What follows belongs to an exercise in optimizing a design on an open flow for small area and a short achievable clock period; a production flow would make more cautious choices.
No functional check of the RTL was part of any run shown here.
Power figures rest on the tool's default switching activity, not on a simulated workload.

==> flow/design.v, too long to show whole: its modules and the start of the top module <==
// module FA: 7 lines
// module BSEL: 6 lines
// module BSELN: 6 lines
// module HA: 7 lines
// module KSA: 6 lines
// module Booth: 2733 lines
module Booth (
    input  CLK, RST,
    input  [31:0] x, y,
    output [63:0] p
);
  // ...
==> flow/run.sh <==
#!/bin/bash
# synth_recipe.tcl (not shown) runs the flow's synth.tcl, then flattens the netlist and writes it again
# the make line also repeats each setting of config.mk as NAME=value (left out here)
make -C /OpenROAD-flow-scripts/flow DESIGN_CONFIG=/design/flow/config.mk WORK_HOME=/design/flow/orfs CLKGATE_MAP_FILE= SYNTH_SCRIPT=/design/flow/synth_recipe.tcl finish
==> flow/config.mk <==
export PLATFORM = sky130hd
export DESIGN_NAME = Booth
export DESIGN_NICKNAME = Booth
export VERILOG_FILES = /design/flow/design.v
export SDC_FILE = /design/flow/constraint.sdc
export NUM_CORES = 4
export LEC_CHECK = 0
export CAP_MARGIN = 20
export CORE_MARGIN = 2
export CORE_UTILIZATION = 40
export SLEW_MARGIN = 20
export SYNTH_HIERARCHICAL = 1
export SYNTH_MINIMUM_KEEP_SIZE = 0
==> flow/constraint.sdc <==
create_clock -name core_clock -period 7.5 [get_ports {CLK}]
set_input_delay 1.5000 -clock core_clock [delete_from_list [all_inputs] [get_ports {CLK}]]
set_output_delay 1.5000 -clock core_clock [all_outputs]
set_load 0.01 [all_outputs]
==> impl_metrics.json, run 1 <==
{
  "area_growth_pct": 14.4,
  "powerSeq_uw": 2000,
  "comb_power_uw": 13800,
  "multi_input_gates": 2196,
  "synth_edf_count": 0,
  "grt.busiest_layer": "met2",
  "status": "timing/DRC/antenna clean",
  "placed_area_sq_mm": 0.0328,
  "p_total_uw": 16800,
  "p_clk_share_pct": 5.6,
  "overflow": 0,
  "postLayoutCellArea_sq_mm": 0.0335,
  "slew_headroom_pct": 17.8,
  "power_density_mw_per_mm2": 501,
  "criticalPathCategory": "flop to output pin",
  "drt-total-wl_mm": 103,
  "clkCellAreaFrac_pct": 1.74,
  "synth_fa_ha_area_share_pct": 35.1,
  "n_tap_cell": 959,
  "cts_buffers": 17,
  "pwr-share-seq_pct": 11.9,
  "wl_met1_mm": 44.6,
  "finalHoldViolCount": 0,
  "switching_share_pct": 48.8,
  "critPathMaxStageDelay_ns": 0.55
}
==> module KSA, before the edit <==
module KSA (
    input  [63:0] A, B,
    output [63:0] Sum
);
    assign Sum = A + B;
endmodule
==> run 2: changes to the inputs <==
--- a/flow/design.v
+++ b/flow/design.v
@@ -23,40 +23,491 @@
 );
     assign s  = a ^ b;
     assign co = a & b;
 endmodule
 module KSA (
     input  [63:0] A, B,
     output [63:0] Sum
 );
-    assign Sum = A + B;
+    wire [63:0] g0 = A & B;
+    wire [63:0] p0 = A ^ B;
+    wire gg0 = g0[1] | (p0[1] & g0[0]);
+    wire pp0 = p0[1] & p0[0];
+    wire gg1 = g0[3] | (p0[3] & g0[2]);
+    wire pp1 = p0[3] & p0[2];
+    wire gg2 = g0[5] | (p0[5] & g0[4]);
+    wire pp2 = p0[5] & p0[4];
+    wire gg3 = g0[7] | (p0[7] & g0[6]);
+    wire pp3 = p0[7] & p0[6];
+    wire gg4 = g0[9] | (p0[9] & g0[8]);
+    wire pp4 = p0[9] & p0[8];
+    wire gg5 = g0[11] | (p0[11] & g0[10]);
+    wire pp5 = p0[11] & p0[10];
+    wire gg6 = g0[13] | (p0[13] & g0[12]);
+    wire pp6 = p0[13] & p0[12];
+    wire gg7 = g0[15] | (p0[15] & g0[14]);
+    wire pp7 = p0[15] & p0[14];
+    wire gg8 = g0[17] | (p0[17] & g0[16]);
+    wire pp8 = p0[17] & p0[16];
+    wire gg9 = g0[19] | (p0[19] & g0[18]);
+    wire pp9 = p0[19] & p0[18];
+    wire gg10 = g0[21] | (p0[21] & g0[20]);
+    wire pp10 = p0[21] & p0[20];
+    wire gg11 = g0[23] | (p0[23] & g0[22]);
+    wire pp11 = p0[23] & p0[22];
+    wire gg12 = g0[25] | (p0[25] & g0[24]);
+    wire pp12 = p0[25] & p0[24];
+    wire gg13 = g0[27] | (p0[27] & g0[26]);
+    wire pp13 = p0[27] & p0[26];
+    wire gg14 = g0[29] | (p0[29] & g0[28]);
+    wire pp14 = p0[29] & p0[28];
+    wire gg15 = g0[31] | (p0[31] & g0[30]);
+    wire pp15 = p0[31] & p0[30];
+    wire gg16 = g0[33] | (p0[33] & g0[32]);
+    wire pp16 = p0[33] & p0[32];
+    wire gg17 = g0[35] | (p0[35] & g0[34]);
+    wire pp17 = p0[35] & p0[34];
+    wire gg18 = g0[37] | (p0[37] & g0[36]);
+    wire pp18 = p0[37] & p0[36];
+    wire gg19 = g0[39] | (p0[39] & g0[38]);
+    wire pp19 = p0[39] & p0[38];
+    wire gg20 = g0[41] | (p0[41] & g0[40]);
+    wire pp20 = p0[41] & p0[40];
+    wire gg21 = g0[43] | (p0[43] & g0[42]);
+    wire pp21 = p0[43] & p0[42];
+    wire gg22 = g0[45] | (p0[45] & g0[44]);
+    wire pp22 = p0[45] & p0[44];
+    wire gg23 = g0[47] | (p0[47] & g0[46]);
+    wire pp23 = p0[47] & p0[46];
+    wire gg24 = g0[49] | (p0[49] & g0[48]);
+    wire pp24 = p0[49] & p0[48];
+    wire gg25 = g0[51] | (p0[51] & g0[50]);
+    wire pp25 = p0[51] & p0[50];
+    wire gg26 = g0[53] | (p0[53] & g0[52]);
+    wire pp26 = p0[53] & p0[52];
+    wire gg27 = g0[55] | (p0[55] & g0[54]);
+    wire pp27 = p0[55] & p0[54];
+    wire gg28 = g0[57] | (p0[57] & g0[56]);
+    wire pp28 = p0[57] & p0[56];
+    wire gg29 = g0[59] | (p0[59] & g0[58]);
+    wire pp29 = p0[59] & p0[58];
+    wire gg30 = g0[61] | (p0[61] & g0[60]);
+    wire pp30 = p0[61] & p0[60];
+    wire gg31 = g0[63] | (p0[63] & g0[62]);
+    wire pp31 = p0[63] & p0[62];
+    wire gg32 = g0[2] | (p0[2] & gg0);
+    wire pp32 = p0[2] & pp0;
+    wire gg33 = gg1 | (pp1 & gg0);
+    wire pp33 = pp1 & pp0;
+    wire gg34 = g0[6] | (p0[6] & gg2);
+    wire pp34 = p0[6] & pp2;
+    wire gg35 = gg3 | (pp3 & gg2);
+    wire pp35 = pp3 & pp2;
+    wire gg36 = g0[10] | (p0[10] & gg4);
+    wire pp36 = p0[10] & pp4;
+    wire gg37 = gg5 | (pp5 & gg4);
+    wire pp37 = pp5 & pp4;
+    wire gg38 = g0[14] | (p0[14] & gg6);
+    wire pp38 = p0[14] & pp6;
+    wire gg39 = gg7 | (pp7 & gg6);
+    wire pp39 = pp7 & pp6;
+    wire gg40 = g0[18] | (p0[18] & gg8);
+    wire pp40 = p0[18] & pp8;
+    wire gg41 = gg9 | (pp9 & gg8);
+    wire pp41 = pp9 & pp8;
+    wire gg42 = g0[22] | (p0[22] & gg10);
+    wire pp42 = p0[22] & pp10;
+    wire gg43 = gg11 | (pp11 & gg10);
+    wire pp43 = pp11 & pp10;
+    wire gg44 = g0[26] | (p0[26] & gg12);
+    wire pp44 = p0[26] & pp12;
+    wire gg45 = gg13 | (pp13 & gg12);
+    wire pp45 = pp13 & pp12;
+    wire gg46 = g0[30] | (p0[30] & gg14);
+    wire pp46 = p0[30] & pp14;
+    wire gg47 = gg15 | (pp15 & gg14);
+    wire pp47 = pp15 & pp14;
+    wire gg48 = g0[34] | (p0[34] & gg16);
+    wire pp48 = p0[34] & pp16;
+    wire gg49 = gg17 | (pp17 & gg16);
+    wire pp49 = pp17 & pp16;
+    wire gg50 = g0[38] | (p0[38] & gg18);
+    wire pp50 = p0[38] & pp18;
+    wire gg51 = gg19 | (pp19 & gg18);
+    wire pp51 = pp19 & pp18;
+    wire gg52 = g0[42] | (p0[42] & gg20);
+    wire pp52 = p0[42] & pp20;
+    wire gg53 = gg21 | (pp21 & gg20);
+    wire pp53 = pp21 & pp20;
+    wire gg54 = g0[46] | (p0[46] & gg22);
+    wire pp54 = p0[46] & pp22;
+    wire gg55 = gg23 | (pp23 & gg22);
+    wire pp55 = pp23 & pp22;
+    wire gg56 = g0[50] | (p0[50] & gg24);
+    wire pp56 = p0[50] & pp24;
+    wire gg57 = gg25 | (pp25 & gg24);
+    wire pp57 = pp25 & pp24;
+    wire gg58 = g0[54] | (p0[54] & gg26);
+    wire pp58 = p0[54] & pp26;
+    wire gg59 = gg27 | (pp27 & gg26);
+    wire pp59 = pp27 & pp26;
+    wire gg60 = g0[58] | (p0[58] & gg28);
+    wire pp60 = p0[58] & pp28;
+    wire gg61 = gg29 | (pp29 & gg28);
+    wire pp61 = pp29 & pp28;
+    wire gg62 = g0[62] | (p0[62] & gg30);
+    wire pp62 = p0[62] & pp30;
+    wire gg63 = gg31 | (pp31 & gg30);
+    wire pp63 = pp31 & pp30;
+    wire gg64 = g0[4] | (p0[4] & gg33);
+    wire pp64 = p0[4] & pp33;
+    wire gg65 = gg2 | (pp2 & gg33);
+    wire pp65 = pp2 & pp33;
+    wire gg66 = gg34 | (pp34 & gg33);
+    wire pp66 = pp34 & pp33;
+    wire gg67 = gg35 | (pp35 & gg33);
+    wire pp67 = pp35 & pp33;
+    wire gg68 = g0[12] | (p0[12] & gg37);
+    wire pp68 = p0[12] & pp37;
+    wire gg69 = gg6 | (pp6 & gg37);
+    wire pp69 = pp6 & pp37;
+    wire gg70 = gg38 | (pp38 & gg37);
+    wire pp70 = pp38 & pp37;
+    wire gg71 = gg39 | (pp39 & gg37);
+    wire pp71 = pp39 & pp37;
+    wire gg72 = g0[20] | (p0[20] & gg41);
+    wire pp72 = p0[20] & pp41;
+    wire gg73 = gg10 | (pp10 & gg41);
+    wire pp73 = pp10 & pp41;
+    wire gg74 = gg42 | (pp42 & gg41);
+    wire pp74 = pp42 & pp41;
+    wire gg75 = gg43 | (pp43 & gg41);
+    wire pp75 = pp43 & pp41;
+    wire gg76 = g0[28] | (p0[28] & gg45);
+    wire pp76 = p0[28] & pp45;
+    wire gg77 = gg14 | (pp14 & gg45);
+    wire pp77 = pp14 & pp45;
+    wire gg78 = gg46 | (pp46 & gg45);
+    wire pp78 = pp46 & pp45;
+    wire gg79 = gg47 | (pp47 & gg45);
+    wire pp79 = pp47 & pp45;
+    wire gg80 = g0[36] | (p0[36] & gg49);
+    wire pp80 = p0[36] & pp49;
+    wire gg81 = gg18 | (pp18 & gg49);
+    wire pp81 = pp18 & pp49;
+    wire gg82 = gg50 | (pp50 & gg49);
+    wire pp82 = pp50 & pp49;
+    wire gg83 = gg51 | (pp51 & gg49);
+    wire pp83 = pp51 & pp49;
+    wire gg84 = g0[44] | (p0[44] & gg53);
+    wire pp84 = p0[44] & pp53;
+    wire gg85 = gg22 | (pp22 & gg53);
+    wire pp85 = pp22 & pp53;
+    wire gg86 = gg54 | (pp54 & gg53);
+    wire pp86 = pp54 & pp53;
+    wire gg87 = gg55 | (pp55 & gg53);
+    wire pp87 = pp55 & pp53;
+    wire gg88 = g0[52] | (p0[52] & gg57);
+    wire pp88 = p0[52] & pp57;
+    wire gg89 = gg26 | (pp26 & gg57);
+    wire pp89 = pp26 & pp57;
+    wire gg90 = gg58 | (pp58 & gg57);
+    wire pp90 = pp58 & pp57;
+    wire gg91 = gg59 | (pp59 & gg57);
+    wire pp91 = pp59 & pp57;
+    wire gg92 = g0[60] | (p0[60] & gg61);
+    wire pp92 = p0[60] & pp61;
+    wire gg93 = gg30 | (pp30 & gg61);
+    wire pp93 = pp30 & pp61;
+    wire gg94 = gg62 | (pp62 & gg61);
+    wire pp94 = pp62 & pp61;
+    wire gg95 = gg63 | (pp63 & gg61);
+    wire pp95 = pp63 & pp61;
+    wire gg96 = g0[8] | (p0[8] & gg67);
+    wire pp96 = p0[8] & pp67;
+    wire gg97 = gg4 | (pp4 & gg67);
+    wire pp97 = pp4 & pp67;
+    wire gg98 = gg36 | (pp36 & gg67);
+    wire pp98 = pp36 & pp67;
+    wire gg99 = gg37 | (pp37 & gg67);
+    wire pp99 = pp37 & pp67;
+    wire gg100 = gg68 | (pp68 & gg67);
+    wire pp100 = pp68 & pp67;
+    wire gg101 = gg69 | (pp69 & gg67);
+    wire pp101 = pp69 & pp67;
+    wire gg102 = gg70 | (pp70 & gg67);
+    wire pp102 = pp70 & pp67;
+    wire gg103 = gg71 | (pp71 & gg67);
+    wire pp103 = pp71 & pp67;
+    wire gg104 = g0[24] | (p0[24] & gg75);
+    wire pp104 = p0[24] & pp75;
+    wire gg105 = gg12 | (pp12 & gg75);
+    wire pp105 = pp12 & pp75;
+    wire gg106 = gg44 | (pp44 & gg75);
+    wire pp106 = pp44 & pp75;
+    wire gg107 = gg45 | (pp45 & gg75);
+    wire pp107 = pp45 & pp75;
+    wire gg108 = gg76 | (pp76 & gg75);
+    wire pp108 = pp76 & pp75;
+    wire gg109 = gg77 | (pp77 & gg75);
+    wire pp109 = pp77 & pp75;
+    wire gg110 = gg78 | (pp78 & gg75);
+    wire pp110 = pp78 & pp75;
+    wire gg111 = gg79 | (pp79 & gg75);
+    wire pp111 = pp79 & pp75;
+    wire gg112 = g0[40] | (p0[40] & gg83);
+    wire pp112 = p0[40] & pp83;
+    wire gg113 = gg20 | (pp20 & gg83);
+    wire pp113 = pp20 & pp83;
+    wire gg114 = gg52 | (pp52 & gg83);
+    wire pp114 = pp52 & pp83;
+    wire gg115 = gg53 | (pp53 & gg83);
+    wire pp115 = pp53 & pp83;
+    wire gg116 = gg84 | (pp84 & gg83);
+    wire pp116 = pp84 & pp83;
+    wire gg117 = gg85 | (pp85 & gg83);
+    wire pp117 = pp85 & pp83;
+    wire gg118 = gg86 | (pp86 & gg83);
+    wire pp118 = pp86 & pp83;
+    wire gg119 = gg87 | (pp87 & gg83);
+    wire pp119 = pp87 & pp83;
+    wire gg120 = g0[56] | (p0[56] & gg91);
+    wire pp120 = p0[56] & pp91;
+    wire gg121 = gg28 | (pp28 & gg91);
+    wire pp121 = pp28 & pp91;
+    wire gg122 = gg60 | (pp60 & gg91);
+    wire pp122 = pp60 & pp91;
+    wire gg123 = gg61 | (pp61 & gg91);
+    wire pp123 = pp61 & pp91;
+    wire gg124 = gg92 | (pp92 & gg91);
+    wire pp124 = pp92 & pp91;
+    wire gg125 = gg93 | (pp93 & gg91);
+    wire pp125 = pp93 & pp91;
+    wire gg126 = gg94 | (pp94 & gg91);
+    wire pp126 = pp94 & pp91;
+    wire gg127 = gg95 | (pp95 & gg91);
+    wire pp127 = pp95 & pp91;
+    wire gg128 = g0[16] | (p0[16] & gg103);
+    wire pp128 = p0[16] & pp103;
+    wire gg129 = gg8 | (pp8 & gg103);
+    wire pp129 = pp8 & pp103;
+    wire gg130 = gg40 | (pp40 & gg103);
+    wire pp130 = pp40 & pp103;
+    wire gg131 = gg41 | (pp41 & gg103);
+    wire pp131 = pp41 & pp103;
+    wire gg132 = gg72 | (pp72 & gg103);
+    wire pp132 = pp72 & pp103;
+    wire gg133 = gg73 | (pp73 & gg103);
+    wire pp133 = pp73 & pp103;
+    wire gg134 = gg74 | (pp74 & gg103);
+    wire pp134 = pp74 & pp103;
+    wire gg135 = gg75 | (pp75 & gg103);
+    wire pp135 = pp75 & pp103;
+    wire gg136 = gg104 | (pp104 & gg103);
+    wire pp136 = pp104 & pp103;
+    wire gg137 = gg105 | (pp105 & gg103);
+    wire pp137 = pp105 & pp103;
+    wire gg138 = gg106 | (pp106 & gg103);
+    wire pp138 = pp106 & pp103;
+    wire gg139 = gg107 | (pp107 & gg103);
+    wire pp139 = pp107 & pp103;
+    wire gg140 = gg108 | (pp108 & gg103);
+    wire pp140 = pp108 & pp103;
+    wire gg141 = gg109 | (pp109 & gg103);
+    wire pp141 = pp109 & pp103;
+    wire gg142 = gg110 | (pp110 & gg103);
+    wire pp142 = pp110 & pp103;
+    wire gg143 = gg111 | (pp111 & gg103);
+    wire pp143 = pp111 & pp103;
+    wire gg144 = g0[48] | (p0[48] & gg119);
+    wire pp144 = p0[48] & pp119;
+    wire gg145 = gg24 | (pp24 & gg119);
+    wire pp145 = pp24 & pp119;
+    wire gg146 = gg56 | (pp56 & gg119);
+    wire pp146 = pp56 & pp119;
+    wire gg147 = gg57 | (pp57 & gg119);
+    wire pp147 = pp57 & pp119;
+    wire gg148 = gg88 | (pp88 & gg119);
+    wire pp148 = pp88 & pp119;
+    wire gg149 = gg89 | (pp89 & gg119);
+    wire pp149 = pp89 & pp119;
+    wire gg150 = gg90 | (pp90 & gg119);
+    wire pp150 = pp90 & pp119;
+    wire gg151 = gg91 | (pp91 & gg119);
+    wire pp151 = pp91 & pp119;
+    wire gg152 = gg120 | (pp120 & gg119);
+    wire pp152 = pp120 & pp119;
+    wire gg153 = gg121 | (pp121 & gg119);
+    wire pp153 = pp121 & pp119;
+    wire gg154 = gg122 | (pp122 & gg119);
+    wire pp154 = pp122 & pp119;
+    wire gg155 = gg123 | (pp123 & gg119);
+    wire pp155 = pp123 & pp119;
+    wire gg156 = gg124 | (pp124 & gg119);
+    wire pp156 = pp124 & pp119;
+    wire gg157 = gg125 | (pp125 & gg119);
+    wire pp157 = pp125 & pp119;
+    wire gg158 = gg126 | (pp126 & gg119);
+    wire pp158 = pp126 & pp119;
+    wire gg159 = gg127 | (pp127 & gg119);
+    wire pp159 = pp127 & pp119;
+    wire gg160 = g0[32] | (p0[32] & gg143);
+    wire pp160 = p0[32] & pp143;
+    wire gg161 = gg16 | (pp16 & gg143);
+    wire pp161 = pp16 & pp143;
+    wire gg162 = gg48 | (pp48 & gg143);
+    wire pp162 = pp48 & pp143;
+    wire gg163 = gg49 | (pp49 & gg143);
+    wire pp163 = pp49 & pp143;
+    wire gg164 = gg80 | (pp80 & gg143);
+    wire pp164 = pp80 & pp143;
+    wire gg165 = gg81 | (pp81 & gg143);
+    wire pp165 = pp81 & pp143;
+    wire gg166 = gg82 | (pp82 & gg143);
+    wire pp166 = pp82 & pp143;
+    wire gg167 = gg83 | (pp83 & gg143);
+    wire pp167 = pp83 & pp143;
+    wire gg168 = gg112 | (pp112 & gg143);
+    wire pp168 = pp112 & pp143;
+    wire gg169 = gg113 | (pp113 & gg143);
+    wire pp169 = pp113 & pp143;
+    wire gg170 = gg114 | (pp114 & gg143);
+    wire pp170 = pp114 & pp143;
+    wire gg171 = gg115 | (pp115 & gg143);
+    wire pp171 = pp115 & pp143;
+    wire gg172 = gg116 | (pp116 & gg143);
+    wire pp172 = pp116 & pp143;
+    wire gg173 = gg117 | (pp117 & gg143);
+    wire pp173 = pp117 & pp143;
+    wire gg174 = gg118 | (pp118 & gg143);
+    wire pp174 = pp118 & pp143;
+    wire gg175 = gg119 | (pp119 & gg143);
+    wire pp175 = pp119 & pp143;
+    wire gg176 = gg144 | (pp144 & gg143);
+    wire pp176 = pp144 & pp143;
+    wire gg177 = gg145 | (pp145 & gg143);
+    wire pp177 = pp145 & pp143;
+    wire gg178 = gg146 | (pp146 & gg143);
+    wire pp178 = pp146 & pp143;
+    wire gg179 = gg147 | (pp147 & gg143);
+    wire pp179 = pp147 & pp143;
+    wire gg180 = gg148 | (pp148 & gg143);
+    wire pp180 = pp148 & pp143;
+    wire gg181 = gg149 | (pp149 & gg143);
+    wire pp181 = pp149 & pp143;
+    wire gg182 = gg150 | (pp150 & gg143);
+    wire pp182 = pp150 & pp143;
+    wire gg183 = gg151 | (pp151 & gg143);
+    wire pp183 = pp151 & pp143;
+    wire gg184 = gg152 | (pp152 & gg143);
+    wire pp184 = pp152 & pp143;
+    wire gg185 = gg153 | (pp153 & gg143);
+    wire pp185 = pp153 & pp143;
+    wire gg186 = gg154 | (pp154 & gg143);
+    wire pp186 = pp154 & pp143;
+    wire gg187 = gg155 | (pp155 & gg143);
+    wire pp187 = pp155 & pp143;
+    wire gg188 = gg156 | (pp156 & gg143);
+    wire pp188 = pp156 & pp143;
+    wire gg189 = gg157 | (pp157 & gg143);
+    wire pp189 = pp157 & pp143;
+    wire gg190 = gg158 | (pp158 & gg143);
+    wire pp190 = pp158 & pp143;
+    wire gg191 = gg159 | (pp159 & gg143);
+    wire pp191 = pp159 & pp143;
+    assign Sum[0] = p0[0];
+    assign Sum[1] = p0[1] ^ g0[0];
+    assign Sum[2] = p0[2] ^ gg0;
+    assign Sum[3] = p0[3] ^ gg32;
+    assign Sum[4] = p0[4] ^ gg33;
+    assign Sum[5] = p0[5] ^ gg64;
+    assign Sum[6] = p0[6] ^ gg65;
+    assign Sum[7] = p0[7] ^ gg66;
+    assign Sum[8] = p0[8] ^ gg67;
+    assign Sum[9] = p0[9] ^ gg96;
+    assign Sum[10] = p0[10] ^ gg97;
+    assign Sum[11] = p0[11] ^ gg98;
+    assign Sum[12] = p0[12] ^ gg99;
+    assign Sum[13] = p0[13] ^ gg100;
+    assign Sum[14] = p0[14] ^ gg101;
+    assign Sum[15] = p0[15] ^ gg102;
+    assign Sum[16] = p0[16] ^ gg103;
+    assign Sum[17] = p0[17] ^ gg128;
+    assign Sum[18] = p0[18] ^ gg129;
+    assign Sum[19] = p0[19] ^ gg130;
+    assign Sum[20] = p0[20] ^ gg131;
+    assign Sum[21] = p0[21] ^ gg132;
+    assign Sum[22] = p0[22] ^ gg133;
+    assign Sum[23] = p0[23] ^ gg134;
+    assign Sum[24] = p0[24] ^ gg135;
+    assign Sum[25] = p0[25] ^ gg136;
+    assign Sum[26] = p0[26] ^ gg137;
+    assign Sum[27] = p0[27] ^ gg138;
+    assign Sum[28] = p0[28] ^ gg139;
+    assign Sum[29] = p0[29] ^ gg140;
+    assign Sum[30] = p0[30] ^ gg141;
+    assign Sum[31] = p0[31] ^ gg142;
+    assign Sum[32] = p0[32] ^ gg143;
+    assign Sum[33] = p0[33] ^ gg160;
+    assign Sum[34] = p0[34] ^ gg161;
+    assign Sum[35] = p0[35] ^ gg162;
+    assign Sum[36] = p0[36] ^ gg163;
+    assign Sum[37] = p0[37] ^ gg164;
+    assign Sum[38] = p0[38] ^ gg165;
+    assign Sum[39] = p0[39] ^ gg166;
+    assign Sum[40] = p0[40] ^ gg167;
+    assign Sum[41] = p0[41] ^ gg168;
+    assign Sum[42] = p0[42] ^ gg169;
+    assign Sum[43] = p0[43] ^ gg170;
+    assign Sum[44] = p0[44] ^ gg171;
+    assign Sum[45] = p0[45] ^ gg172;
+    assign Sum[46] = p0[46] ^ gg173;
+    assign Sum[47] = p0[47] ^ gg174;
+    assign Sum[48] = p0[48] ^ gg175;
+    assign Sum[49] = p0[49] ^ gg176;
+    assign Sum[50] = p0[50] ^ gg177;
+    assign Sum[51] = p0[51] ^ gg178;
+    assign Sum[52] = p0[52] ^ gg179;
+    assign Sum[53] = p0[53] ^ gg180;
+    assign Sum[54] = p0[54] ^ gg181;
+    assign Sum[55] = p0[55] ^ gg182;
+    assign Sum[56] = p0[56] ^ gg183;
+    assign Sum[57] = p0[57] ^ gg184;
+    assign Sum[58] = p0[58] ^ gg185;
+    assign Sum[59] = p0[59] ^ gg186;
+    assign Sum[60] = p0[60] ^ gg187;
+    assign Sum[61] = p0[61] ^ gg188;
+    assign Sum[62] = p0[62] ^ gg189;
+    assign Sum[63] = p0[63] ^ gg190;
 endmodule
 module Booth (
     input  CLK, RST,
     input  [31:0] x, y,
     output [63:0] p
 );
-    reg [31:0] xr, yr;
-    reg        rst_r;
-    always @(posedge CLK) begin
-        xr <= x;
-        yr <= y;
-        rst_r <= RST;
-    end
-    wire [15:0] one, two, neg;
-    wire [32:0] yy = {yr, 1'b0};
+    wire [32:0] yy = {y, 1'b0};
+    wire [15:0] one_d, two_d;
     genvar j;
     generate
         for (j = 0; j < 16; j = j + 1) begin : enc
-            assign one[j] = yy[2*j+1] ^ yy[2*j];
-            assign two[j] = (yy[2*j+2] & ~yy[2*j+1] & ~yy[2*j]) | (~yy[2*j+2] & yy[2*j+1] & yy[2*j]);
-            assign neg[j] = yy[2*j+2];
+            assign one_d[j] = yy[2*j+1] ^ yy[2*j];
+            assign two_d[j] = (yy[2*j+2] & ~yy[2*j+1] & ~yy[2*j]) | (~yy[2*j+2] & yy[2*j+1] & yy[2*j]);
         end
     endgenerate
+    reg [31:0] xr;
+    reg [15:0] one, two, neg;
+    reg        rst_r;
+    always @(posedge CLK) begin
+        xr    <= x;
+        one   <= one_d;
+        two   <= two_d;
+        neg   <= {y[31], y[29], y[27], y[25], y[23], y[21], y[19], y[17], y[15], y[13], y[11], y[9], y[7], y[5], y[3], y[1]};
+        rst_r <= RST;
+    end
     wire [33:0] xe = {xr[31], xr, 1'b0};
     wire pp0_0;
     BSEL u_b0_0 (.one(one[0]), .two(two[0]), .neg(neg[0]), .a(xe[1]), .b(xe[0]), .pp(pp0_0));
     wire pp0_1;
     BSEL u_b0_1 (.one(one[0]), .two(two[0]), .neg(neg[0]), .a(xe[2]), .b(xe[1]), .pp(pp0_1));
     wire pp0_2;
     BSEL u_b0_2 (.one(one[0]), .two(two[0]), .neg(neg[0]), .a(xe[3]), .b(xe[2]), .pp(pp0_2));
     wire pp0_3;
@@ -2199,17 +2650,17 @@
     HA u_ha16 (.a(fc55), .b(fs63), .s(hs16), .co(hc16));
     FA u_fa64 (.a(pp0_19), .b(pp1_17), .c(pp2_15), .s(fs64), .co(fc64));
     FA u_fa65 (.a(pp3_13), .b(pp4_11), .c(pp5_9), .s(fs65), .co(fc65));
     FA u_fa66 (.a(pp6_7), .b(pp7_5), .c(pp8_3), .s(fs66), .co(fc66));
     FA u_fa67 (.a(pp9_1), .b(fc56), .c(fc57), .s(fs67), .co(fc67));
     FA u_fa68 (.a(fc58), .b(fs64), .c(fs65), .s(fs68), .co(fc68));
     FA u_fa69 (.a(fs66), .b(fc59), .c(fc60), .s(fs69), .co(fc69));
     FA u_fa70 (.a(fs67), .b(fs68), .c(fc61), .s(fs70), .co(fc70));
-    FA u_fa71 (.a(fc62), .b(fs69), .c(fs70), .s(fs71), .co(fc71));
+    FA u_fa71 (.a(fs69), .b(fc62), .c(fs70), .s(fs71), .co(fc71));
     HA u_ha17 (.a(fc63), .b(hc16), .s(hs17), .co(hc17));
     FA u_fa72 (.a(neg[10]), .b(pp0_20), .c(pp1_18), .s(fs72), .co(fc72));
     FA u_fa73 (.a(pp2_16), .b(pp3_14), .c(pp4_12), .s(fs73), .co(fc73));
     FA u_fa74 (.a(pp5_10), .b(pp6_8), .c(pp7_6), .s(fs74), .co(fc74));
     FA u_fa75 (.a(pp8_4), .b(pp9_2), .c(pp10_0), .s(fs75), .co(fc75));
     FA u_fa76 (.a(fc64), .b(fc65), .c(fc66), .s(fs76), .co(fc76));
     FA u_fa77 (.a(fs72), .b(fs73), .c(fs74), .s(fs77), .co(fc77));
     FA u_fa78 (.a(fs75), .b(fc67), .c(fc68), .s(fs78), .co(fc78));
@@ -2252,129 +2703,129 @@
     FA u_fa111 (.a(pp2_20), .b(pp3_18), .c(pp4_16), .s(fs111), .co(fc111));
     FA u_fa112 (.a(pp5_14), .b(pp6_12), .c(pp7_10), .s(fs112), .co(fc112));
     FA u_fa113 (.a(pp8_8), .b(pp9_6), .c(pp10_4), .s(fs113), .co(fc113));
     FA u_fa114 (.a(pp11_2), .b(pp12_0), .c(fc100), .s(fs114), .co(fc114));
     FA u_fa115 (.a(fc101), .b(fc102), .c(fc103), .s(fs115), .co(fc115));
     FA u_fa116 (.a(fs110), .b(fs111), .c(fs112), .s(fs116), .co(fc116));
     FA u_fa117 (.a(fs113), .b(fc104), .c(fc105), .s(fs117), .co(fc117));
     FA u_fa118 (.a(fs114), .b(fs115), .c(fs116), .s(fs118), .co(fc118));
-    FA u_fa119 (.a(fc106), .b(fc107), .c(fs117), .s(fs119), .co(fc119));
+    FA u_fa119 (.a(fc106), .b(fs117), .c(fc107), .s(fs119), .co(fc119));
     FA u_fa120 (.a(fs118), .b(fc108), .c(fs119), .s(fs120), .co(fc120));
     HA u_ha22 (.a(fc109), .b(fs120), .s(hs22), .co(hc22));
     FA u_fa121 (.a(pp0_25), .b(pp1_23), .c(pp2_21), .s(fs121), .co(fc121));
     FA u_fa122 (.a(pp3_19), .b(pp4_17), .c(pp5_15), .s(fs122), .co(fc122));
     FA u_fa123 (.a(pp6_13), .b(pp7_11), .c(pp8_9), .s(fs123), .co(fc123));
     FA u_fa124 (.a(pp9_7), .b(pp10_5), .c(pp11_3), .s(fs124), .co(fc124));
     FA u_fa125 (.a(pp12_1), .b(fc110), .c(fc111), .s(fs125), .co(fc125));
     FA u_fa126 (.a(fc112), .b(fc113), .c(fs121), .s(fs126), .co(fc126));
     FA u_fa127 (.a(fs122), .b(fs123), .c(fs124), .s(fs127), .co(fc127));
     FA u_fa128 (.a(fc114), .b(fc115), .c(fc116), .s(fs128), .co(fc128));
     FA u_fa129 (.a(fs125), .b(fs126), .c(fs127), .s(fs129), .co(fc129));
-    FA u_fa130 (.a(fc117), .b(fc118), .c(fs128), .s(fs130), .co(fc130));
+    FA u_fa130 (.a(fc117), .b(fs128), .c(fc118), .s(fs130), .co(fc130));
     FA u_fa131 (.a(fs129), .b(fc119), .c(fs130), .s(fs131), .co(fc131));
     HA u_ha23 (.a(fc120), .b(fs131), .s(hs23), .co(hc23));
     FA u_fa132 (.a(neg[13]), .b(pp0_26), .c(pp1_24), .s(fs132), .co(fc132));
     FA u_fa133 (.a(pp2_22), .b(pp3_20), .c(pp4_18), .s(fs133), .co(fc133));
     FA u_fa134 (.a(pp5_16), .b(pp6_14), .c(pp7_12), .s(fs134), .co(fc134));
     FA u_fa135 (.a(pp8_10), .b(pp9_8), .c(pp10_6), .s(fs135), .co(fc135));
     FA u_fa136 (.a(pp11_4), .b(pp12_2), .c(pp13_0), .s(fs136), .co(fc136));
     FA u_fa137 (.a(fc121), .b(fc122), .c(fc123), .s(fs137), .co(fc137));
     FA u_fa138 (.a(fc124), .b(fs132), .c(fs133), .s(fs138), .co(fc138));
     FA u_fa139 (.a(fs134), .b(fs135), .c(fs136), .s(fs139), .co(fc139));
     FA u_fa140 (.a(fc125), .b(fc126), .c(fc127), .s(fs140), .co(fc140));
     FA u_fa141 (.a(fs137), .b(fs138), .c(fs139), .s(fs141), .co(fc141));
-    FA u_fa142 (.a(fc128), .b(fc129), .c(fs140), .s(fs142), .co(fc142));
+    FA u_fa142 (.a(fc128), .b(fs140), .c(fc129), .s(fs142), .co(fc142));
     FA u_fa143 (.a(fs141), .b(fc130), .c(fs142), .s(fs143), .co(fc143));
     HA u_ha24 (.a(fc131), .b(fs143), .s(hs24), .co(hc24));
     FA u_fa144 (.a(pp0_27), .b(pp1_25), .c(pp2_23), .s(fs144), .co(fc144));
     FA u_fa145 (.a(pp3_21), .b(pp4_19), .c(pp5_17), .s(fs145), .co(fc145));
     FA u_fa146 (.a(pp6_15), .b(pp7_13), .c(pp8_11), .s(fs146), .co(fc146));
     FA u_fa147 (.a(pp9_9), .b(pp10_7), .c(pp11_5), .s(fs147), .co(fc147));
     FA u_fa148 (.a(pp12_3), .b(pp13_1), .c(fc132), .s(fs148), .co(fc148));
     FA u_fa149 (.a(fc133), .b(fc134), .c(fc135), .s(fs149), .co(fc149));
     FA u_fa150 (.a(fc136), .b(fs144), .c(fs145), .s(fs150), .co(fc150));
     FA u_fa151 (.a(fs146), .b(fs147), .c(fc137), .s(fs151), .co(fc151));
     FA u_fa152 (.a(fc138), .b(fc139), .c(fs148), .s(fs152), .co(fc152));
     FA u_fa153 (.a(fs149), .b(fs150), .c(fc140), .s(fs153), .co(fc153));
-    FA u_fa154 (.a(fs151), .b(fc141), .c(fs152), .s(fs154), .co(fc154));
-    FA u_fa155 (.a(fc142), .b(fs153), .c(fs154), .s(fs155), .co(fc155));
+    FA u_fa154 (.a(fs151), .b(fs152), .c(fc141), .s(fs154), .co(fc154));
+    FA u_fa155 (.a(fs153), .b(fc142), .c(fs154), .s(fs155), .co(fc155));
     HA u_ha25 (.a(fc143), .b(fs155), .s(hs25), .co(hc25));
     FA u_fa156 (.a(neg[14]), .b(pp0_28), .c(pp1_26), .s(fs156), .co(fc156));
     FA u_fa157 (.a(pp2_24), .b(pp3_22), .c(pp4_20), .s(fs157), .co(fc157));
     FA u_fa158 (.a(pp5_18), .b(pp6_16), .c(pp7_14), .s(fs158), .co(fc158));
     FA u_fa159 (.a(pp8_12), .b(pp9_10), .c(pp10_8), .s(fs159), .co(fc159));
     FA u_fa160 (.a(pp11_6), .b(pp12_4), .c(pp13_2), .s(fs160), .co(fc160));
     FA u_fa161 (.a(pp14_0), .b(fc144), .c(fc145), .s(fs161), .co(fc161));
     FA u_fa162 (.a(fc146), .b(fc147), .c(fs156), .s(fs162), .co(fc162));
     FA u_fa163 (.a(fs157), .b(fs158), .c(fs159), .s(fs163), .co(fc163));
     FA u_fa164 (.a(fs160), .b(fc148), .c(fc149), .s(fs164), .co(fc164));
     FA u_fa165 (.a(fc150), .b(fs161), .c(fs162), .s(fs165), .co(fc165));
     FA u_fa166 (.a(fs163), .b(fc151), .c(fc152), .s(fs166), .co(fc166));
     FA u_fa167 (.a(fs164), .b(fs165), .c(fc153), .s(fs167), .co(fc167));
-    FA u_fa168 (.a(fc154), .b(fs166), .c(fs167), .s(fs168), .co(fc168));
+    FA u_fa168 (.a(fs166), .b(fc154), .c(fs167), .s(fs168), .co(fc168));
     HA u_ha26 (.a(fc155), .b(hc25), .s(hs26), .co(hc26));
     FA u_fa169 (.a(pp0_29), .b(pp1_27), .c(pp2_25), .s(fs169), .co(fc169));
     FA u_fa170 (.a(pp3_23), .b(pp4_21), .c(pp5_19), .s(fs170), .co(fc170));
     FA u_fa171 (.a(pp6_17), .b(pp7_15), .c(pp8_13), .s(fs171), .co(fc171));
     FA u_fa172 (.a(pp9_11), .b(pp10_9), .c(pp11_7), .s(fs172), .co(fc172));
     FA u_fa173 (.a(pp12_5), .b(pp13_3), .c(pp14_1), .s(fs173), .co(fc173));
     FA u_fa174 (.a(fc156), .b(fc157), .c(fc158), .s(fs174), .co(fc174));
     FA u_fa175 (.a(fc159), .b(fc160), .c(fs169), .s(fs175), .co(fc175));
     FA u_fa176 (.a(fs170), .b(fs171), .c(fs172), .s(fs176), .co(fc176));
     FA u_fa177 (.a(fs173), .b(fc161), .c(fc162), .s(fs177), .co(fc177));
     FA u_fa178 (.a(fc163), .b(fs174), .c(fs175), .s(fs178), .co(fc178));
-    FA u_fa179 (.a(fs176), .b(fc164), .c(fc165), .s(fs179), .co(fc179));
-    FA u_fa180 (.a(fs177), .b(fs178), .c(fc166), .s(fs180), .co(fc180));
+    FA u_fa179 (.a(fs176), .b(fc164), .c(fs177), .s(fs179), .co(fc179));
+    FA u_fa180 (.a(fc165), .b(fs178), .c(fc166), .s(fs180), .co(fc180));
     FA u_fa181 (.a(fs179), .b(fc167), .c(fs180), .s(fs181), .co(fc181));
     HA u_ha27 (.a(fc168), .b(fs181), .s(hs27), .co(hc27));
     FA u_fa182 (.a(neg[15]), .b(pp0_30), .c(pp1_28), .s(fs182), .co(fc182));
     FA u_fa183 (.a(pp2_26), .b(pp3_24), .c(pp4_22), .s(fs183), .co(fc183));
     FA u_fa184 (.a(pp5_20), .b(pp6_18), .c(pp7_16), .s(fs184), .co(fc184));
     FA u_fa185 (.a(pp8_14), .b(pp9_12), .c(pp10_10), .s(fs185), .co(fc185));
     FA u_fa186 (.a(pp11_8), .b(pp12_6), .c(pp13_4), .s(fs186), .co(fc186));
     FA u_fa187 (.a(pp14_2), .b(pp15_0), .c(fc169), .s(fs187), .co(fc187));
     FA u_fa188 (.a(fc170), .b(fc171), .c(fc172), .s(fs188), .co(fc188));
     FA u_fa189 (.a(fc173), .b(fs182), .c(fs183), .s(fs189), .co(fc189));
     FA u_fa190 (.a(fs184), .b(fs185), .c(fs186), .s(fs190), .co(fc190));
     FA u_fa191 (.a(fc174), .b(fc175), .c(fc176), .s(fs191), .co(fc191));
     FA u_fa192 (.a(fs187), .b(fs188), .c(fs189), .s(fs192), .co(fc192));
-    FA u_fa193 (.a(fs190), .b(fc177), .c(fc178), .s(fs193), .co(fc193));
-    FA u_fa194 (.a(fs191), .b(fs192), .c(fc179), .s(fs194), .co(fc194));
+    FA u_fa193 (.a(fs190), .b(fc177), .c(fs191), .s(fs193), .co(fc193));
+    FA u_fa194 (.a(fc178), .b(fs192), .c(fc179), .s(fs194), .co(fc194));
     FA u_fa195 (.a(fs193), .b(fc180), .c(fs194), .s(fs195), .co(fc195));
     HA u_ha28 (.a(fc181), .b(fs195), .s(hs28), .co(hc28));
     FA u_fa196 (.a(pp0_31), .b(pp1_29), .c(pp2_27), .s(fs196), .co(fc196));
     FA u_fa197 (.a(pp3_25), .b(pp4_23), .c(pp5_21), .s(fs197), .co(fc197));
     FA u_fa198 (.a(pp6_19), .b(pp7_17), .c(pp8_15), .s(fs198), .co(fc198));
     FA u_fa199 (.a(pp9_13), .b(pp10_11), .c(pp11_9), .s(fs199), .co(fc199));
     FA u_fa200 (.a(pp12_7), .b(pp13_5), .c(pp14_3), .s(fs200), .co(fc200));
     FA u_fa201 (.a(pp15_1), .b(fc182), .c(fc183), .s(fs201), .co(fc201));
     FA u_fa202 (.a(fc184), .b(fc185), .c(fc186), .s(fs202), .co(fc202));
     FA u_fa203 (.a(fs196), .b(fs197), .c(fs198), .s(fs203), .co(fc203));
     FA u_fa204 (.a(fs199), .b(fs200), .c(fc187), .s(fs204), .co(fc204));
     FA u_fa205 (.a(fc188), .b(fc189), .c(fc190), .s(fs205), .co(fc205));
     FA u_fa206 (.a(fs201), .b(fs202), .c(fs203), .s(fs206), .co(fc206));
-    FA u_fa207 (.a(fc191), .b(fs204), .c(fc192), .s(fs207), .co(fc207));
-    FA u_fa208 (.a(fs205), .b(fs206), .c(fc193), .s(fs208), .co(fc208));
+    FA u_fa207 (.a(fc191), .b(fs204), .c(fs205), .s(fs207), .co(fc207));
+    FA u_fa208 (.a(fc192), .b(fs206), .c(fc193), .s(fs208), .co(fc208));
     FA u_fa209 (.a(fs207), .b(fc194), .c(fs208), .s(fs209), .co(fc209));
     HA u_ha29 (.a(fc195), .b(fs209), .s(hs29), .co(hc29));
     assign iv0 = ~pp0_32;
     FA u_fa210 (.a(pp1_30), .b(pp2_28), .c(pp3_26), .s(fs210), .co(fc210));
     FA u_fa211 (.a(pp4_24), .b(pp5_22), .c(pp6_20), .s(fs211), .co(fc211));
     FA u_fa212 (.a(pp7_18), .b(pp8_16), .c(pp9_14), .s(fs212), .co(fc212));
     FA u_fa213 (.a(pp10_12), .b(pp11_10), .c(pp12_8), .s(fs213), .co(fc213));
     FA u_fa214 (.a(pp13_6), .b(pp14_4), .c(pp15_2), .s(fs214), .co(fc214));
     FA u_fa215 (.a(iv0), .b(fc196), .c(fc197), .s(fs215), .co(fc215));
     FA u_fa216 (.a(fc198), .b(fc199), .c(fc200), .s(fs216), .co(fc216));
     FA u_fa217 (.a(fs210), .b(fs211), .c(fs212), .s(fs217), .co(fc217));
     FA u_fa218 (.a(fs213), .b(fs214), .c(fc201), .s(fs218), .co(fc218));
     FA u_fa219 (.a(fc202), .b(fc203), .c(fs215), .s(fs219), .co(fc219));
     FA u_fa220 (.a(fs216), .b(fs217), .c(fc204), .s(fs220), .co(fc220));
-    FA u_fa221 (.a(fc205), .b(fs218), .c(fc206), .s(fs221), .co(fc221));
-    FA u_fa222 (.a(fs219), .b(fs220), .c(fc207), .s(fs222), .co(fc222));
+    FA u_fa221 (.a(fc205), .b(fs218), .c(fs219), .s(fs221), .co(fc221));
+    FA u_fa222 (.a(fc206), .b(fs220), .c(fc207), .s(fs222), .co(fc222));
     FA u_fa223 (.a(fs221), .b(fc208), .c(fs222), .s(fs223), .co(fc223));
     HA u_ha30 (.a(fc209), .b(fs223), .s(hs30), .co(hc30));
     assign iv1 = ~pp1_31;
     FA u_fa224 (.a(pp2_29), .b(pp3_27), .c(pp4_25), .s(fs224), .co(fc224));
     FA u_fa225 (.a(pp5_23), .b(pp6_21), .c(pp7_19), .s(fs225), .co(fc225));
     FA u_fa226 (.a(pp8_17), .b(pp9_15), .c(pp10_13), .s(fs226), .co(fc226));
     FA u_fa227 (.a(pp11_11), .b(pp12_9), .c(pp13_7), .s(fs227), .co(fc227));
     FA u_fa228 (.a(pp14_5), .b(pp15_3), .c(pp0_32), .s(fs228), .co(fc228));
@@ -2437,18 +2888,18 @@
     FA u_fa279 (.a(pp7_23), .b(pp8_21), .c(pp9_19), .s(fs279), .co(fc279));
     FA u_fa280 (.a(pp10_17), .b(pp11_15), .c(pp12_13), .s(fs280), .co(fc280));
     FA u_fa281 (.a(pp13_11), .b(pp14_9), .c(pp15_7), .s(fs281), .co(fc281));
     FA u_fa282 (.a(iv3), .b(fc265), .c(fc266), .s(fs282), .co(fc282));
     FA u_fa283 (.a(fc267), .b(fc268), .c(fc269), .s(fs283), .co(fc283));
     FA u_fa284 (.a(fs278), .b(fs279), .c(fs280), .s(fs284), .co(fc284));
     FA u_fa285 (.a(fs281), .b(fc270), .c(fc271), .s(fs285), .co(fc285));
     FA u_fa286 (.a(fc272), .b(fs282), .c(fs283), .s(fs286), .co(fc286));
-    FA u_fa287 (.a(fs284), .b(fc273), .c(fc274), .s(fs287), .co(fc287));
-    FA u_fa288 (.a(fs285), .b(fs286), .c(fc275), .s(fs288), .co(fc288));
+    FA u_fa287 (.a(fs284), .b(fc273), .c(fs285), .s(fs287), .co(fc287));
+    FA u_fa288 (.a(fs286), .b(fc274), .c(fc275), .s(fs288), .co(fc288));
     FA u_fa289 (.a(fs287), .b(fc276), .c(fs288), .s(fs289), .co(fc289));
     HA u_ha35 (.a(fc277), .b(fs289), .s(hs35), .co(hc35));
     FA u_fa290 (.a(pp3_32), .b(pp4_30), .c(pp5_28), .s(fs290), .co(fc290));
     FA u_fa291 (.a(pp6_26), .b(pp7_24), .c(pp8_22), .s(fs291), .co(fc291));
     FA u_fa292 (.a(pp9_20), .b(pp10_18), .c(pp11_16), .s(fs292), .co(fc292));
     FA u_fa293 (.a(pp12_14), .b(pp13_12), .c(pp14_10), .s(fs293), .co(fc293));
     FA u_fa294 (.a(pp15_8), .b(pp3_31), .c(fc278), .s(fs294), .co(fc294));
     FA u_fa295 (.a(fc279), .b(fc280), .c(fc281), .s(fs295), .co(fc295));
@@ -2530,18 +2981,18 @@
     HA u_ha42 (.a(fc352), .b(fs361), .s(hs42), .co(hc42));
     assign iv7 = ~pp7_31;
     FA u_fa362 (.a(pp8_29), .b(pp9_27), .c(pp10_25), .s(fs362), .co(fc362));
     FA u_fa363 (.a(pp11_23), .b(pp12_21), .c(pp13_19), .s(fs363), .co(fc363));
     FA u_fa364 (.a(pp14_17), .b(pp15_15), .c(iv7), .s(fs364), .co(fc364));
     FA u_fa365 (.a(fc353), .b(fc354), .c(fc355), .s(fs365), .co(fc365));
     FA u_fa366 (.a(fs362), .b(fs363), .c(fs364), .s(fs366), .co(fc366));
     FA u_fa367 (.a(fc356), .b(fc357), .c(fs365), .s(fs367), .co(fc367));
-    FA u_fa368 (.a(fs366), .b(fc358), .c(fc359), .s(fs368), .co(fc368));
-    FA u_fa369 (.a(fs367), .b(fc360), .c(fs368), .s(fs369), .co(fc369));
+    FA u_fa368 (.a(fs366), .b(fc358), .c(fs367), .s(fs368), .co(fc368));
+    FA u_fa369 (.a(fc359), .b(fc360), .c(fs368), .s(fs369), .co(fc369));
     HA u_ha43 (.a(fc361), .b(fs369), .s(hs43), .co(hc43));
     FA u_fa370 (.a(pp7_32), .b(pp8_30), .c(pp9_28), .s(fs370), .co(fc370));
     FA u_fa371 (.a(pp10_26), .b(pp11_24), .c(pp12_22), .s(fs371), .co(fc371));
     FA u_fa372 (.a(pp13_20), .b(pp14_18), .c(pp15_16), .s(fs372), .co(fc372));
     FA u_fa373 (.a(pp7_31), .b(fc362), .c(fc363), .s(fs373), .co(fc373));
     FA u_fa374 (.a(fc364), .b(fs370), .c(fs371), .s(fs374), .co(fc374));
     FA u_fa375 (.a(fs372), .b(fc365), .c(fc366), .s(fs375), .co(fc375));
     FA u_fa376 (.a(fs373), .b(fs374), .c(fc367), .s(fs376), .co(fc376));
@@ -2572,17 +3023,17 @@
     FA u_fa396 (.a(fc388), .b(fs394), .c(fs395), .s(fs396), .co(fc396));
     FA u_fa397 (.a(fc389), .b(fs396), .c(fc390), .s(fs397), .co(fc397));
     HA u_ha47 (.a(fc391), .b(fs397), .s(hs47), .co(hc47));
     FA u_fa398 (.a(pp9_32), .b(pp10_30), .c(pp11_28), .s(fs398), .co(fc398));
     FA u_fa399 (.a(pp12_26), .b(pp13_24), .c(pp14_22), .s(fs399), .co(fc399));
     FA u_fa400 (.a(pp15_20), .b(pp9_31), .c(fc392), .s(fs400), .co(fc400));
     FA u_fa401 (.a(fc393), .b(fs398), .c(fs399), .s(fs401), .co(fc401));
     FA u_fa402 (.a(fc394), .b(fc395), .c(fs400), .s(fs402), .co(fc402));
-    FA u_fa403 (.a(fs401), .b(fc396), .c(fs402), .s(fs403), .co(fc403));
+    FA u_fa403 (.a(fs401), .b(fs402), .c(fc396), .s(fs403), .co(fc403));
     HA u_ha48 (.a(fs403), .b(fc397), .s(hs48), .co(hc48));
     assign iv10 = ~pp10_31;
     FA u_fa404 (.a(pp11_29), .b(pp12_27), .c(pp13_25), .s(fs404), .co(fc404));
     FA u_fa405 (.a(pp14_23), .b(pp15_21), .c(iv10), .s(fs405), .co(fc405));
     FA u_fa406 (.a(fc398), .b(fc399), .c(fs404), .s(fs406), .co(fc406));
     FA u_fa407 (.a(fs405), .b(fc400), .c(fc401), .s(fs407), .co(fc407));
     FA u_fa408 (.a(fs406), .b(fc402), .c(fs407), .s(fs408), .co(fc408));
     HA u_ha49 (.a(fc403), .b(fs408), .s(hs49), .co(hc49));
==> impl_metrics.json, run 2 <==
{
  "pin_count": 130,
  "cts.path.max_buffers": 3,
  "cts.clk_slew.worst_paths_ns": 0.06,
  "min_to": "fb_in[0]$_DFF_P_",
  "finalCritPeriodShare_pct": 87.7,
  "p_total_uw": 16300,
  "io_buffer_count": 129,
  "synth-seq-cells": 207,
  "largest_reg_flops": 64,
  "drv_cap": 0,
  "cp_max_fo": 5,
  "hold_path_depth": 1,
  "grt_antenna_before_repair": 1,
  "final_layout_size_suffix_gt1_share_pct": 32.5,
  "yosys_warnings": 7,
  "r2r-end": "fb_in[36]$_DFF_P_",
  "async_flop_share_pct": 0,
  "htree_levels": 1,
  "cp_cell_sequence": "ha_1 > inv_1 > fa_1 > nand2b_1 > a211oi_2 > o21ai_1 > a211oi_1 > o31ai_2 > o22ai_2 > or2_1 > a21oi_2 > xnor2_1 > nor2b_2 > clkdlybuf4s50_1",
  "synthFlopType": "dfxtp_1",
  "final_cell_mix": "xnor2_1 (546), a22oi_2 (528), fa_1 (440)",
  "clockRootBuffer": "clkbuf_16",
  "cp_slowest_cell": "o31ai_2",
  "power_density_mw_per_mm2": 496,
  "start_util_pct": 40.2,
  "cts_buffers": 27,
  "power_switching_uw": 7500,
  "clkSinkCount": 207,
  "intPower_uw": 8830,
  "rows": 98,
  "pwr-share-seq_pct": 13.4,
  "cts_tree": "done",
  "critPathMaxStageDelay_ns": 0.84,
  "min_path_type": "flop to flop",
  "fin_crit_ns": 6.58,
  "multi_input_area_sq_mm": 0.0243,
  "yosys-top-cells-count": "xnor2_1 (546), a22oi_2 (528), fa_1 (440), dfxtp_1 (207), ha_1 (123)",
  "num_vias": 20700,
  "r2r_slack_ns": 2.50,
  "vias_per_cell": 5.93,
  "worstSetupStartpointType": "flop",
  "synthCells": 2262,
  "dp_hpwl_mm": 71.9,
  "drc": 0,
  "r2r_start": "xr[20]$_DFF_P_",
  "status": "timing/DRC/antenna clean",
  "yosysUniqueCellTypes": 62,
  "crit_required_ns": 6.00,
  "p_clk_share_pct": 8.8,
  "leakage_uw": 0.0111,
  "area_growth_pct": 14.8,
  "worst_slew_pin_slew_ns": 1.13,
  "finalSetupViolations": 0,
  "yosysSeqAreaShare_pct": 14.5,
  "tns_ns": 0,
  "dieWidth_um": 272,
  "rsz0062_at_grt": "no",
  "avgSynthCellArea_sq_um": 12.7,
  "switching_share_pct": 45.9,
  "wl_per_cell_um": 28.4,
  "criticalPathCategory": "flop to output pin",
  "maxSlewViolCount": 0,
  "ctsResizeCount": 0,
  "slew_headroom_pct": 25.0,
  "synth_edf_count": 0,
  "hp-start": "neg[0]$_DFF_P_",
  "grt_pass1_vias": 22600,
  "hold_slack_ns": 0.753,
  "fmax_ghz": 0.152,
  "nFillCells": 6437,
  "detail-route-antenna-nets": 0,
  "arrival_ns": 5.08,
  "reg2regPathDepth": 10,
  "grt_max_degree": 39,
  "die_h_um": 272,
  "end_kind": "output pin",
  "irDropWorstVdd_v": 0.000405,
  "grt_use_total_pct": 26.7,
  "insertion_delay_ns": 0.59,
  "overflow": 0,
  "grt_pass1_wl_mm": 148,
  "drt-total-wl_mm": 99.3,
  "mostFrequentLayoutCell": "xnor2_1",
  "synth_most_common_cell": "xnor2_1",
  "postCtsSetupBuffers": 0,
  "yosysTopAreaCellShare_pct": 30.7,
  "cts_hold_buf": 0,
  "firstDrtPassIters": 5,
  "final_nets": 3152,
  "core_sq_mm": 0.0712,
  "synth_area_sq_mm": 0.0287,
  "skew_ns": 0.0236,
  "drt_iter0_drc": 1670,
  "finalHoldViolCount": 0,
  "yosysTopAreaCell": "fa_1",
  "synth_area_leaders": "fa_1 (31%), a22oi_2 (23%), xnor2_1 (17%)",
  "comb_power_share_pct": 77.9,
  "die-area_sq_mm": 0.0738,
  "gp_congestion": 0.900,
  "largest_register": "sa",
  "regArea_sq_mm": 0.00426
}
==> run 2: cell count changes in the layout (fill, tap and decap cells not counted), sizes merged, moves of 10 or more <==
| cell | delta |
|---|---|
| a21oi | -41 |
| nand2 | -37 |
| a21o | -30 |
| inv | +23 |
| o21ai | -18 |
| dfxtp | +16 |
| clkbuf | +15 |
| nand4 | -12 |
| o21a | -10 |
==> run 2: area by class of cell <==
| cell class | count | share of cell area (%) |
|---|---|---|
| Tap cell | 950 | 3.61 |
| Multi-Input combinational cell | 2009 | 73.8 |
| Timing Repair Buffer | 223 | 6.11 |
| Sequential cell | 207 | 12.9 |
| Clock inverter | 17 | 0.757 |
| Inverter | 55 | 0.627 |
| Antenna cell | 1 | 0.00760 |
| Clock buffer | 33 | 2.19 |
==> run 2: power groups by stage <==
stage / clock network (uW) / logic (uW) / registers (uW)
6_report: 1430 / 12700 / 2180
5_1_grt: 1510 / 14400 / 2210
4_1_cts: 1470 / 13000 / 2180
3_5_place_dp: 0 / 12800 / 2200
3_3_place_gp: 0 / 12800 / 2190
2_1_floorplan: 0 / 8230 / 2230
==> run 2: through the flow <==
| stage | utilization (%) | worst slack [ns] | area [sq um] | cells |
|---|---|---|---|---|
| floorplan | - | 2.26 | 28700 | 2279 |
| global placement | 44.8 | 1.55 | 31900 | 3443 |
| detailed placement | 44.8 | 1.55 | 31900 | 3443 |
| CTS | 46.2 | 0.876 | 32900 | 3493 |
| global route | 46.2 | 0.734 | 32900 | 3495 |
| finish | 46.2 | 0.921 | 32900 | 3495 |
==> run 2: critical path: cells and delay by family (launching register included) <==
family | cells | cell delay [ns]
xor+xnor | 1 | 0.12
fa+ha+maj | 2 | 0.40
flops | 1 | 0.30
compound gates | 6 | 2.40
buf+inv | 2 | 0.59
simple gates | 3 | 0.66
==> run 2: how the worst max path moves through the flow <==
stage,from,to
finish,sa[0]$_DFF_P_,p[58]
global route,sa[11]$_DFF_P_,p[62]
CTS,sa[46]$_DFF_P_,p[62]
detailed placement,sa[46]$_DFF_P_,p[62]
global placement,sa[46]$_DFF_P_,p[58]
floorplan,xr[31]$_DFF_P_,fb_in[36]$_DFF_P_
==> run 2: metal layers <==
layer | share of wire [%] | routed length, um | vias up | track usage, %
met1 | 41 | 40400 | 10800 | 34.6
met2 | 46 | 45700 | 993 | 42.5
met5 | 0 | 0 | - | 0
li1 | - | - | 8677 | -
met4 | 5.0 | 4950 | 0 | 12.7
met3 | 8.3 | 8280 | 269 | 5.63
==> run 2: kinds of logic (layout without fill, tap and decap cells) <==
| logic type | count (synthesis) | in the layout | share of synthesized area [%] |
|---|---|---|---|
| buffers and inverters | 63 | 328 | 1.04 |
| DFF | 207 | 207 | 14.5 |
| xor gates and xnor gates | 595 | 595 | 18.2 |
| and+or+nand+nor | 184 | 184 | 4.18 |
| adders and majority gates | 563 | 563 | 36.1 |
| other | 1 | 19 | 0.0131 |
| AOI/OAI and AO/OA | 649 | 649 | 26.0 |
==> run 2: modules after synthesis, one instance, submodules excluded <==
module / area, sq um / flops+latches / cells / times used
FA: 20.0 / 0 / 1 / 434
HA: 12.5 / 0 / 1 / 61
Booth: 5270 / 207 / 357 / 1
BSEL: 21.3 / 0 / 2 / 512
BSELN: 21.3 / 0 / 2 / 16
KSA: 2700 / 0 / 354 / 1
==> run 3: changes to the inputs <==
--- a/flow/config.mk
+++ b/flow/config.mk
@@ -10,2 +10,3 @@
 export CORE_UTILIZATION = 40
+export SETUP_SLACK_MARGIN = 3.8
 export SLEW_MARGIN = 20
==> impl_metrics.json, run 3 <==
{
  "arrival_ns": 3.86,
  "hp-start": "neg[0]$_DFF_P_",
  "skew_ns": 0.0215,
  "final_cell_mix": "a22oi_2 (528), xnor2_1 (468), buf_4 (289)",
  "power_density_mw_per_mm2": 476,
  "pre_cts_ws_ns": 1.88,
  "overflow": 0,
  "cts_hold_buf": 0,
  "finalSetupViolations": 0,
  "min_to": "fb_in[0]$_DFF_P_",
  "p_clk_share_pct": 6.6,
  "final_nets": 3624,
  "multi_input_area_sq_mm": 0.0266,
  "synth_edf_count": 0,
  "gp_congestion": 0.822,
  "grt_antenna_before_repair": 0,
  "yosys_warnings": 7,
  "yosysUniqueCellTypes": 62,
  "firstDrtPassIters": 6,
  "fin_crit_ns": 5.36,
  "min_path_type": "flop to flop",
  "drt-total-wl_mm": 136,
  "finalHoldViolCount": 0,
  "cts_tree": "done",
  "cts.path.max_buffers": 3,
  "r2r-end": "fb_in[36]$_DFF_P_",
  "critPathMaxStageDelay_ns": 0.35,
  "area_growth_pct": 45.3,
  "drv_cap": 0,
  "wl_per_cell_um": 34.4,
  "yosysTopAreaCellShare_pct": 30.7,
  "yosysTopAreaCell": "fa_1",
  "io_buffer_count": 129,
  "worst_slew_pin_slew_ns": 0.833,
  "intPower_uw": 10900,
  "grt_pass1_vias": 26600,
  "start_util_pct": 40.2,
  "final_util_pct": 58.4,
  "grt_max_degree": 29,
  "worstSetupStartpointType": "flop",
  "cts.clk_slew.worst_paths_ns": 0.06,
  "async_flop_share_pct": 0,
  "synth_area_leaders": "fa_1 (31%), a22oi_2 (23%), xnor2_1 (17%)",
  "hold_slack_ns": 0.908,
  "mostFrequentLayoutCell": "a22oi_2",
  "power_switching_uw": 8900,
  "r2r_start": "one[1]$_DFF_P_",
  "cp_max_fo": 4,
  "pin_count": 130,
  "insertion_delay_ns": 0.62,
  "irDropWorstVdd_v": 0.000438,
  "pwr-share-seq_pct": 10.3,
  "yosys-top-cells-count": "xnor2_1 (546), a22oi_2 (528), fa_1 (440), dfxtp_1 (207), ha_1 (123)",
  "end_kind": "output pin",
  "synthCells": 2262,
  "diodes": 0,
  "grt_use_total_pct": 36.1,
  "avgSynthCellArea_sq_um": 12.7,
  "status": "timing/DRC/antenna clean",
  "drt_iter0_drc": 2760,
  "synth_area_sq_mm": 0.0287,
  "clockRootBuffer": "clkbuf_16",
  "maxSlewViolCount": 0,
  "place_inst": 3353,
  "cts_buffers": 25,
  "regArea_sq_mm": 0.00446,
  "tns_ns": 0,
  "largest_register": "sa",
  "rows": 98,
  "crit_family": "compound AO/OA/AOI/OAI gates",
  "final_layout_size_suffix_gt1_share_pct": 58.9,
  "comb_power_share_pct": 83.1,
  "largest_reg_flops": 64,
  "drc": 0,
  "crit_required_ns": 6.00,
  "slew_headroom_pct": 44.5,
  "synth-seq-cells": 207,
  "r2r_slack_ns": 3.42,
  "yosysSeqAreaShare_pct": 14.5,
  "path_buf_inv": 5,
  "cp_cell_sequence": "ha_2 > inv_2 > fa_2 > nand2b_4 > a211oi_4 > o21ai_4 > a211oi_4 > buf_6 > o31ai_4 > buf_6 > o22ai_4 > or2_1 > buf_4 > a21oi_2 > xnor2_1 > nor2b_4 > dlygate4sd2_1",
  "dp_hpwl_mm": 62.5,
  "grt_pass1_wl_mm": 192,
  "finalCritPeriodShare_pct": 71.5,
  "fin_ws_ns": 2.14,
  "vias_per_cell": 6.29,
  "rsz0062_at_grt": "yes",
  "switching_share_pct": 44.9,
  "synth_most_common_cell": "xnor2_1",
  "fmax_ghz": 0.186,
  "criticalPathCategory": "flop to output pin",
  "num_vias": 24900,
  "cp_slowest_cell": "fa_2",
  "nFillCells": 5419,
  "die_h_um": 272,
  "stdcell_count": 3964,
  "core_sq_mm": 0.0712,
  "leakage_uw": 0.0150,
  "synthFlopType": "dfxtp_1",
  "htree_levels": 1,
  "detail-route-antenna-nets": 0,
  "dieWidth_um": 272,
  "die-area_sq_mm": 0.0738,
  "clkSinkCount": 207,
  "hold_path_depth": 2,
  "reg2regPathDepth": 10
}
-- run 3: changes by cell type in the layout (fill, tap and decap cells not counted), moves of 29 or more --
cell	previous run	this run
fa_2	0	204
dfxtp_2	77	7
xnor2_1	546	468
clkdlybuf4s50_1	129	66
dfxtp_4	4	81
buf_4	92	289
buf_6	0	101
ha_1	123	74
fa_1	440	236
buf_12	1	185
ha_2	0	29
nor2b_4	0	40
xnor2_2	0	76
nor2b_2	60	25
-- run 3: how the worst max path moves through the flow --
stage,from,to,slack (ns),cells after the start
after floorplan,sa[0]$_DFF_P_,p[43],3.41,13
after global placement,sa[17]$_DFF_P_,p[58],1.96,12
after detailed placement,sa[41]$_DFF_P_,p[58],1.88,12
after CTS,sa[0]$_DFF_P_,p[39],2.16,16
after global routing,sa[0]$_DFF_P_,p[58],2.02,17
final,sa[0]$_DFF_P_,p[58],2.14,17
-- run 3: power by group through the flow --
stage	logic [uW]	clock network [uW]	registers (uW)
3_5_place_dp	13100	0	2530
6_report	16500	1300	2050
2_1_floorplan	8790	0	2240
3_3_place_gp	13100	0	2520
5_1_grt	18100	1360	2070
4_1_cts	15500	1290	2020
-- run 3: final cells by class --
class / count / area share (%)
Multi-Input combinational cell: 2009 / 63.8
Timing Repair Buffer: 697 / 20.2
Sequential cell: 207 / 10.7
Tap cell: 950 / 2.86
Clock buffer: 38 / 1.74
Inverter: 55 / 0.496
Clock inverter: 8 / 0.252
-- run 3: repair_timing --
item,CTS,global route
buffers inserted,512,51
pin swaps,179,155
endpoints found under the setup margin,130,134
cloned,2,0
resized for setup,532,201
-- run 3: tightest hold or removal path: stages (launching register included) --
cell     delay, ns
dfxtp_4       0.43
buf_4         0.23
buf_12        0.19
-- run 3: kinds of logic after synthesis --
group,after synthesis,synth area share [%]
other,1,0.0131
flip-flops,207,14.5
AND/OR/NAND/NOR,184,4.18
buffers and inverters,63,1.04
AO/OA/AOI/OAI,649,26.0
adder cells (fa/ha/maj),563,36.1
XOR/XNOR,595,18.2
-- run 3: through the flow --
stage	instance area (sq um)	total power, uW
3_3_place_gp	32000	15600
2_1_floorplan	29600	11000
3_5_place_dp	32000	15600
5_1_grt	41600	21500
4_1_cts	40400	18800
6_report	41600	19800
-- run 3: metal layers --
layer | GRT usage (%) | vias to the layer above | wire length, um
li1 | - | 9639 | -
met1 | 42.8 | 12700 | 48000
met2 | 55.0 | 1954 | 59700
met3 | 12.0 | 605 | 16400
met4 | 25.9 | 0 | 12100
met5 | 0.193 | - | 0
-- run 3: Yosys stat by module (local to each module, per instance) --
module / area (sq um) / cells
Booth: 5270 / 357
KSA: 2700 / 354
BSEL: 21.3 / 2
BSELN: 21.3 / 2
FA: 20.0 / 1
HA: 12.5 / 1

[static timing again, ports no longer ideal]
In the flow no input, the clock included, has a driving cell. The finished layouts below were timed again as built, in two steps.
Step 1, drivers: a clkbuf_16 drives CLK and a buf_2 each remaining input, both assumed.
Step 2, shift: input delay + t, output delay - t, t = (earliest + latest rising clock arrival at the registers) / 2. This alone moves slack from input paths to output paths.
Slacks: ideal ports / drivers / drivers and shift; pairs: ideal ports / drivers.
| run | t (ns) | setup WS [ns] | clock arrival spread, ns | worst register clock-pin slew, ns | cell pins on the clock port's net |
|---|---|---|---|---|---|
| run 1 | 0.560 | 1.530 / 1.464 / 1.853 | 0.016 / 0.016 | 0.09 / 0.09 | 1 |
| run 2 | 0.642 | 0.921 / 0.858 / 1.500 | 0.023 / 0.024 | 0.07 / 0.07 | 1 |
| run 3 | 0.680 | 2.137 / 2.068 / 2.748 | 0.022 / 0.022 | 0.07 / 0.07 | 1 |
After both steps setup and hold are still met in every run listed.
